Context: an optimization exercise on an open-source flow, tuned for small area, a short achievable clock period and few clock cycles per item. The choices shown serve that exercise and are no tape-out recipe.
Function was checked by simulation only, so behaviour that the tests miss may differ from the original.

### design/flow/config.mk
export PLATFORM = sky130hd
export DESIGN_NAME = quantsilicon_top
export DESIGN_NICKNAME = quantsilicon_top
export VERILOG_FILES = /design/flow/design.v
export SDC_FILE = /design/flow/constraint.sdc
export NUM_CORES = 4
export LEC_CHECK = 0
export CAP_MARGIN = 20
export CORE_MARGIN = 2
export CORE_UTILIZATION = 40
export SLEW_MARGIN = 20
### design/flow/constraint.sdc
create_clock -name core_clock -period 12.5 [get_ports {clk}]
set_input_delay 2.5000 -clock core_clock [delete_from_list [all_inputs] [get_ports {clk}]]
set_output_delay 2.5000 -clock core_clock [all_outputs]
set_load 0.01 [all_outputs]
### design/flow/design.v
package fxp_pkg;
  localparam int FXP_FRAC = 16;
  localparam int ALPHA_SHIFT = 5;   
  localparam logic signed [31:0] W1 = 32'sd49152;    
  localparam logic signed [31:0] W2 = 32'sd16384;    
  localparam logic signed [31:0] LIMIT = 32'sd131072;  
  function automatic logic signed [31:0] fxp_abs(
      input logic signed [31:0] x
  );
    fxp_abs = (x < 0) ? -x : x;
  endfunction
  function automatic logic signed [31:0] fxp_mul_q16(
      input logic signed [31:0] a,
      input logic signed [31:0] b
  );
    logic signed [63:0] product;
    begin
      product = $signed(a) * $signed(b);
      fxp_mul_q16 = product >>> FXP_FRAC;
    end
  endfunction
endpackage
import fxp_pkg::*;
module feature_engine (
    input  logic                clk,
    input  logic                rst_n,
    input  logic                in_valid,
    output logic                in_ready,
    input  logic signed [31:0]  price_in,     
    output logic                out_valid,
    input  logic                out_ready,
    output logic signed [31:0]  ret_out,      
    output logic signed [31:0]  ema_out       
);
    logic signed [31:0] prev_price;
    logic signed [31:0] ema;
    logic signed [31:0] ret_reg;
    logic signed [31:0] ema_reg;
    logic signed [31:0] ret_next;
    logic signed [31:0] ema_delta;
    logic signed [31:0] ema_next;
    logic accept_input;
    logic consume_output;
    assign consume_output = out_valid && out_ready;
    assign accept_input = in_valid && in_ready;
    assign in_ready = ~out_valid || consume_output;
    assign ret_next = price_in - prev_price;
    assign ema_delta = ret_next - ema;
    assign ema_next = ema + (ema_delta >>> ALPHA_SHIFT);
    assign ret_out = ret_reg;
    assign ema_out = ema_reg;
    always_ff @(posedge clk or negedge rst_n) begin
        if (!rst_n) begin
            prev_price  <= 32'sd0;
            ema         <= 32'sd0;
            ret_reg     <= 32'sd0;
            ema_reg     <= 32'sd0;
            out_valid   <= 1'b0;
        end else begin
            if (consume_output && !accept_input) begin
                out_valid <= 1'b0;
            end else if (accept_input) begin
                out_valid <= 1'b1;
            end
            if (accept_input) begin
                prev_price <= price_in;
                ema <= ema_next;
                ret_reg <= ret_next;
                ema_reg <= ema_next;
            end
        end
    end
endmodule
import fxp_pkg::*;
module signal_engine (
    input  logic                clk,
    input  logic                rst_n,
    input  logic                in_valid,
    output logic                in_ready,
    input  logic signed [31:0]  ret_in,       
    input  logic signed [31:0]  ema_in,       
    output logic                out_valid,
    input  logic                out_ready,
    output logic signed [31:0]  signal_out    
);
    logic signed [31:0] signal_reg;
    logic signed [31:0] signal_next;
    logic signed [31:0] term1;
    logic signed [31:0] term2;
    logic accept_input;
    logic consume_output;
    assign consume_output = out_valid && out_ready;
    assign accept_input = in_valid && in_ready;
    assign in_ready = ~out_valid || consume_output;
    assign term1 = fxp_pkg::fxp_mul_q16(ret_in, W1);
    assign term2 = fxp_pkg::fxp_mul_q16(ema_in, W2);
    assign signal_next = term1 + term2;
    assign signal_out = signal_reg;
    always_ff @(posedge clk or negedge rst_n) begin
        if (!rst_n) begin
            signal_reg  <= 32'sd0;
            out_valid   <= 1'b0;
        end else begin
            if (consume_output && !accept_input) begin
                out_valid <= 1'b0;
            end else if (accept_input) begin
                out_valid <= 1'b1;
            end
            if (accept_input) begin
                signal_reg <= signal_next;
            end
        end
    end
endmodule
import fxp_pkg::*;
module risk_engine (
    input  logic                clk,
    input  logic                rst_n,
    input  logic                in_valid,
    output logic                in_ready,
    input  logic signed [31:0]  position_in,  
    input  logic signed [31:0]  beta_in,      
    output logic                out_valid,
    input  logic                out_ready,
    output logic                allow_trade,
    output logic                kill_switch
);
    logic allow_trade_reg;
    logic kill_switch_reg;
    logic signed [31:0] abs_pos;
    logic signed [31:0] expo;
    logic allow_trade_next;
    logic kill_switch_next;
    logic accept_input;
    logic consume_output;
    assign consume_output = out_valid && out_ready;
    assign accept_input = in_valid && in_ready;
    assign in_ready = ~out_valid || consume_output;
    assign abs_pos = fxp_pkg::fxp_abs(position_in);
    assign expo = fxp_pkg::fxp_mul_q16(abs_pos, beta_in);
    assign kill_switch_next = (expo > LIMIT) ? 1'b1 : 1'b0;
    assign allow_trade_next = (expo > LIMIT) ? 1'b0 : 1'b1;
    assign allow_trade = allow_trade_reg;
    assign kill_switch = kill_switch_reg;
    always_ff @(posedge clk or negedge rst_n) begin
        if (!rst_n) begin
            allow_trade_reg <= 1'b0;
            kill_switch_reg <= 1'b0;
            out_valid       <= 1'b0;
        end else begin
            if (consume_output && !accept_input) begin
                out_valid <= 1'b0;
            end else if (accept_input) begin
                out_valid <= 1'b1;
            end
            if (accept_input) begin
                allow_trade_reg <= allow_trade_next;
                kill_switch_reg <= kill_switch_next;
            end
        end
    end
endmodule
import fxp_pkg::*;
module quantsilicon_top (
    input  logic                clk,
    input  logic                rst_n,
    input  logic                in_valid,
    output logic                in_ready,
    input  logic signed [31:0]  price,        
    input  logic signed [31:0]  position,     
    input  logic signed [31:0]  beta,         
    output logic                out_valid,
    input  logic                out_ready,
    output logic signed [31:0]  signal_out,   
    output logic                allow_trade,
    output logic                kill_switch
);
    logic                feat_in_valid;
    logic                feat_in_ready;
    logic signed [31:0]  feat_price_in;
    logic                feat_out_valid;
    logic                feat_out_ready;
    logic signed [31:0]  feat_ret_out;
    logic signed [31:0]  feat_ema_out;
    logic                sig_in_valid;
    logic                sig_in_ready;
    logic signed [31:0]  sig_ret_in;
    logic signed [31:0]  sig_ema_in;
    logic                sig_out_valid;
    logic                sig_out_ready;
    logic signed [31:0]  sig_signal_out;
    logic                risk_in_valid;
    logic                risk_in_ready;
    logic signed [31:0]  risk_position_in;
    logic signed [31:0]  risk_beta_in;
    logic                risk_out_valid;
    logic                risk_out_ready;
    logic                risk_allow_trade;
    logic                risk_kill_switch;
    logic                signal_buf_valid;
    logic signed [31:0]  signal_buf_data;
    logic                risk_buf_valid;
    logic                risk_buf_allow;
    logic                risk_buf_kill;
    assign in_ready = feat_in_ready && risk_in_ready;
    assign feat_in_valid = in_valid && risk_in_ready;   
    assign feat_price_in = price;
    assign risk_in_valid = in_valid && feat_in_ready;   
    assign risk_position_in = position;
    assign risk_beta_in = beta;
    assign sig_in_valid = feat_out_valid;
    assign sig_ret_in = feat_ret_out;
    assign sig_ema_in = feat_ema_out;
    assign feat_out_ready = sig_in_ready;
wire pop = out_valid && out_ready;
assign sig_out_ready  = !signal_buf_valid || pop;
assign risk_out_ready = !risk_buf_valid   || pop;
always_ff @(posedge clk or negedge rst_n) begin
  if (!rst_n) begin
    signal_buf_valid <= 1'b0;
    signal_buf_data  <= '0;
  end else begin
    if (sig_out_valid && sig_out_ready) begin
      signal_buf_valid <= 1'b1;
      signal_buf_data  <= sig_signal_out;
    end else if (pop) begin
      signal_buf_valid <= 1'b0;
    end
  end
end
always_ff @(posedge clk or negedge rst_n) begin
  if (!rst_n) begin
    risk_buf_valid <= 1'b0;
    risk_buf_allow <= 1'b0;
    risk_buf_kill  <= 1'b0;
  end else begin
    if (risk_out_valid && risk_out_ready) begin
      risk_buf_valid <= 1'b1;
      risk_buf_allow <= risk_allow_trade;
      risk_buf_kill  <= risk_kill_switch;
    end else if (pop) begin
      risk_buf_valid <= 1'b0;
    end
  end
end
assign out_valid    = signal_buf_valid && risk_buf_valid;
assign signal_out   = signal_buf_data;
assign allow_trade  = risk_buf_allow;
assign kill_switch  = risk_buf_kill;
    feature_engine u_feature_engine (
        .clk        (clk),
        .rst_n      (rst_n),
        .in_valid   (feat_in_valid),
        .in_ready   (feat_in_ready),
        .price_in   (feat_price_in),
        .out_valid  (feat_out_valid),
        .out_ready  (feat_out_ready),
        .ret_out    (feat_ret_out),
        .ema_out    (feat_ema_out)
    );
    signal_engine u_signal_engine (
        .clk        (clk),
        .rst_n      (rst_n),
        .in_valid   (sig_in_valid),
        .in_ready   (sig_in_ready),
        .ret_in     (sig_ret_in),
        .ema_in     (sig_ema_in),
        .out_valid  (sig_out_valid),
        .out_ready  (sig_out_ready),
        .signal_out (sig_signal_out)
    );
    risk_engine u_risk_engine (
        .clk         (clk),
        .rst_n       (rst_n),
        .in_valid    (risk_in_valid),
        .in_ready    (risk_in_ready),
        .position_in (risk_position_in),
        .beta_in     (risk_beta_in),
        .out_valid   (risk_out_valid),
        .out_ready   (risk_out_ready),
        .allow_trade (risk_allow_trade),
        .kill_switch (risk_kill_switch)
    );
endmodule
### design/flow/run.sh
#!/bin/bash
# synth_recipe.tcl (not shown) runs the flow's synth.tcl, then flattens the netlist and writes it again
# the make line also repeats each setting of config.mk as NAME=value (left out here)
make -C /OpenROAD-flow-scripts/flow DESIGN_CONFIG=/design/flow/config.mk WORK_HOME=/design/flow/orfs CLKGATE_MAP_FILE= SYNTH_SCRIPT=/design/flow/synth_recipe.tcl finish
==> results_dict.tcl <==
set metrics [dict create \
    hold_class "flip-flop to flip-flop" \
    cp_data_required_time_ns 12.82 \
    max_stage_delay_ns 0.61 \
    fin_crit_ns 12.05 \
    syn_to_final_growth_pct 11.3 \
    synth_top_family_by_area "adder cells" \
    placementRows 120 \
    worst_slack_ns 0.449 \
    fp.dieH_um 333 \
    cp-start-kind "primary input" \
    core_area_mm2 0.107 \
    syn_area_mm2 0.0432 \
    grt_pass1_wl_mm 185 \
    design_area_mm2 0.0481 \
    wl_per_cell_um 17.2 \
    die_width_um 333 \
    slew_headroom 0.290 \
    synthArstFlopShare 1.00 \
    synth-compound-area-share 0.0853 \
    rsz0062_at_grt "no" \
    crit_family "adder cells" \
    whs_ns 0.477 \
    arrival_ns 12.37 \
    via_per_inst 5.00 \
    fmax_mhz 83.0 \
    syn_inst 4752 \
    portBuffers 135 \
    grt_use_total 0.207 \
    io_pins 136 \
    syn_avg_cell_area_um2 9.09 \
    route.detailed.drc 0 \
    finalCritPeriodShare 0.964 \
    drt-initial-drc-count 1520 \
    cts_buffer_depth 2 \
    path_class "primary input to flip-flop" \
    finalMaxSlewViolations 0 \
    clock_latency_ns 0.45 \
    cts.clk_slew.worst_paths_ns 0.07 \
    antenna_found_initial 1 \
    dpl_cell_area_mm2 0.0474 \
    synth.area.mux_share 0.0153 \
    clock_sinks 169 \
    htreeDepth 4 \
    synth.distinct_cells 76 \
    ant_nets 0 \
    critPathMaxFanout 9 \
    synth-seq-area-share 0.0979 \
    status "finished clean" \
    tns_ns 0 \
    path_common_cell "fa_1" \
    syn_nets 6041 \
    via_count 31700 \
    drt-total-wl_mm 109 \
    setup_viol 0 \
    synth-simple-area-share 0.169 \
    fin_nets 6198 \
    routabilityCongestion 0.905 \
    cts_tree "done" \
    synth-edff-count 0 \
    ys_seq_elements 169 \
    hold_viol_final 0 \
    layout-drive-gt1-share 0.0766 \
    drtPass1Iterations 7 \
    pre_cts_slack_ns -0.302 \
    yosysWarningCount 4 \
    hold_buffers 0 \
    crit_slowest_cell "or4_1" \
    grt_remaining_overflow 0 \
    synthAdderAreaFrac 0.491 \
    die_area_mm2 0.111 \
    dpl.hpwl_mm 95.3 \
    ys.flop_type "dfrtp_1" \
    finClkSkew_ns 0.00922 \
    crit_path_end_kind "flip-flop" \
    grt_max_degree 97 \
    root_buffer "clkbuf_16" \
    grt_pass1_vias 34600 \
    tightest_slew_ns 1.06 \
    path_buf_inv 12 \
    cap_violations 0 \
    start_util 0.404 \
    cts_buffers 17 \
    synthXorXnorAreaFrac 0.0450 \
]
per-layer routing:
layer | track usage | share of wire | vias up
met5 | 0 | 0 | -
met2 | 0.348 | 0.47 | 566
met3 | 0.0240 | 0.041 | 74
met1 | 0.292 | 0.47 | 16100
met4 | 0.0339 | 0.010 | 0
li1 | - | - | 14900
final cells by class:
type / instances / area (um2)
Clock buffer: 22 / 484
Inverter: 913 / 3430
Clock inverter: 10 / 109
Fill cell: 10400 / 58900
Antenna cell: 1 / 2.50
Tap cell: 1403 / 1760
Sequential cell: 169 / 4230
Multi-Input combinational cell: 3463 / 35100
Timing Repair Buffer: 345 / 3030
cell families (layout without fill, tap and decap cells):
group                    Yosys count  in the layout
other                              0              1
buffers and inverters           1120           1290
AO/OA/AOI/OAI                    578            578
adder cells (fa/ha/maj)         1189           1189
AND/OR/NAND/NOR                 1418           1418
multiplexers                      59             59
flip-flops                       169            169
XOR/XNOR                         219            219
path summary, 6_finish.rpt:
check | from | endpoint | slack, ns | depth (start not counted)
min in group asynchronous | rst_n | u_feature_engine.prev_price[29]$_DFFE_PN0P_ | 2.14 | 1
max | position[8] | u_risk_engine.kill_switch_reg$_DFFE_PN0P_ | 0.45 | 35
max in group asynchronous | rst_n | u_feature_engine.ret_reg[20]$_DFFE_PN0P_ | 8.89 | 2
min reg2reg | u_signal_engine.signal_reg[22]$_DFFE_PN0P_ | u_signal_engine.signal_reg[22]$_DFFE_PN0P_ | 0.48 | 2
max reg2reg | u_feature_engine.prev_price[8]$_DFFE_PN0P_ | u_feature_engine.ema_reg[31]$_DFFE_PN0P_ | 4.69 | 32
min | u_signal_engine.signal_reg[22]$_DFFE_PN0P_ | u_signal_engine.signal_reg[22]$_DFFE_PN0P_ | 0.48 | 2
layout by cell type (no fill, tap or decap), types with 15 or more instances in the layout:
master / synthesis / final
inv_1: 913 / 913
fa_1: 842 / 842
and2_1: 570 / 570
nand2_1: 528 / 526
ha_1: 347 / 347
buf_4: 0 / 202
dfrtp_1: 169 / 169
o21ai_0: 159 / 156
a21oi_1: 142 / 141
clkdlybuf4s50_1: 0 / 131
xnor2_1: 153 / 127
nor2_1: 113 / 113
a21o_1: 78 / 78
xor2_1: 63 / 63
mux2_2: 58 / 58
o21a_1: 30 / 30
nand2b_1: 30 / 29
xnor2_2: 1 / 26
nand3_1: 25 / 25
and3_1: 23 / 22
a31oi_1: 22 / 22
o31ai_1: 22 / 19
o21bai_1: 18 / 18
nand4_1: 18 / 18
nor3_1: 18 / 18
clkbuf_16: 0 / 18
or2_2: 17 / 17
nor2b_1: 16 / 16
o211ai_1: 15 / 15
synth_stat cells, drive strengths merged, types with 15 or more instances:
cell type,n,area [um2]
nor2b,16,100
ha,347,4340
inv,913,3430
xor2,64,568
a21oi,142,711
nand2b,30,188
and3,23,144
o31ai,22,165
nand2,529,1990
and2,570,3570
a21o,78,586
o21bai,18,135
xnor2,154,1360
o21ai,160,801
or2,18,113
fa,842,16900
a31oi,22,138
o21a,30,225
nor2,113,424
mux2,58,653
clkbuf,197,739
or4,15,116
o211ai,15,113
nand3,25,125
a211oi,15,113
nor3,18,90.1
nand4,18,113
dfrtp,169,4230
stage by stage:
step | std cells | utilization
3_3_place_gp | 6291 | 0.443
6_report | 6326 | 0.449
4_1_cts | 6323 | 0.448
3_5_place_dp | 6291 | 0.443
2_1_floorplan | 4752 | -
5_1_grt | 6326 | 0.449
worst min-delay path, stage by stage, from the launching register on:
cell and delay, ns:
dfrtp_1 0.34, nand2_1 0.05, o21ai_0 0.06
repair_timing:
action,4_1_cts,5_1_grt
endpoints found under the setup margin,0,2
endpoints found under the hold margin,0,0
buffers inserted,0,1
resized for setup,0,21
Testbench counts, summed over its fixed seeds: cycles 36,016, items 24,000.

[separate check: timing with driven ports]
No port has a modelled driver above. Below, the same layout with a new extraction and two added sets of constraints. Step 1 assumes that a clkbuf_16 drives the clock port and a buf_2 every other input. Step 2 also shifts input and output timing later by t, the mid clock arrival at the registers, as if the neighbouring blocks saw the same clock. a / b / c = ideal / step 1 / step 2; a / b = the first two.
t, ns: 0.490
setup WS [ns]: 0.449 / 0.475 / -0.015
worst setup path after step 2: input to register
Met with ideal ports but missed after step 2: setup timing in this run. For this run, drivers alone change the setup slack by +0.026 ns; drivers and shift together by -0.464 ns.
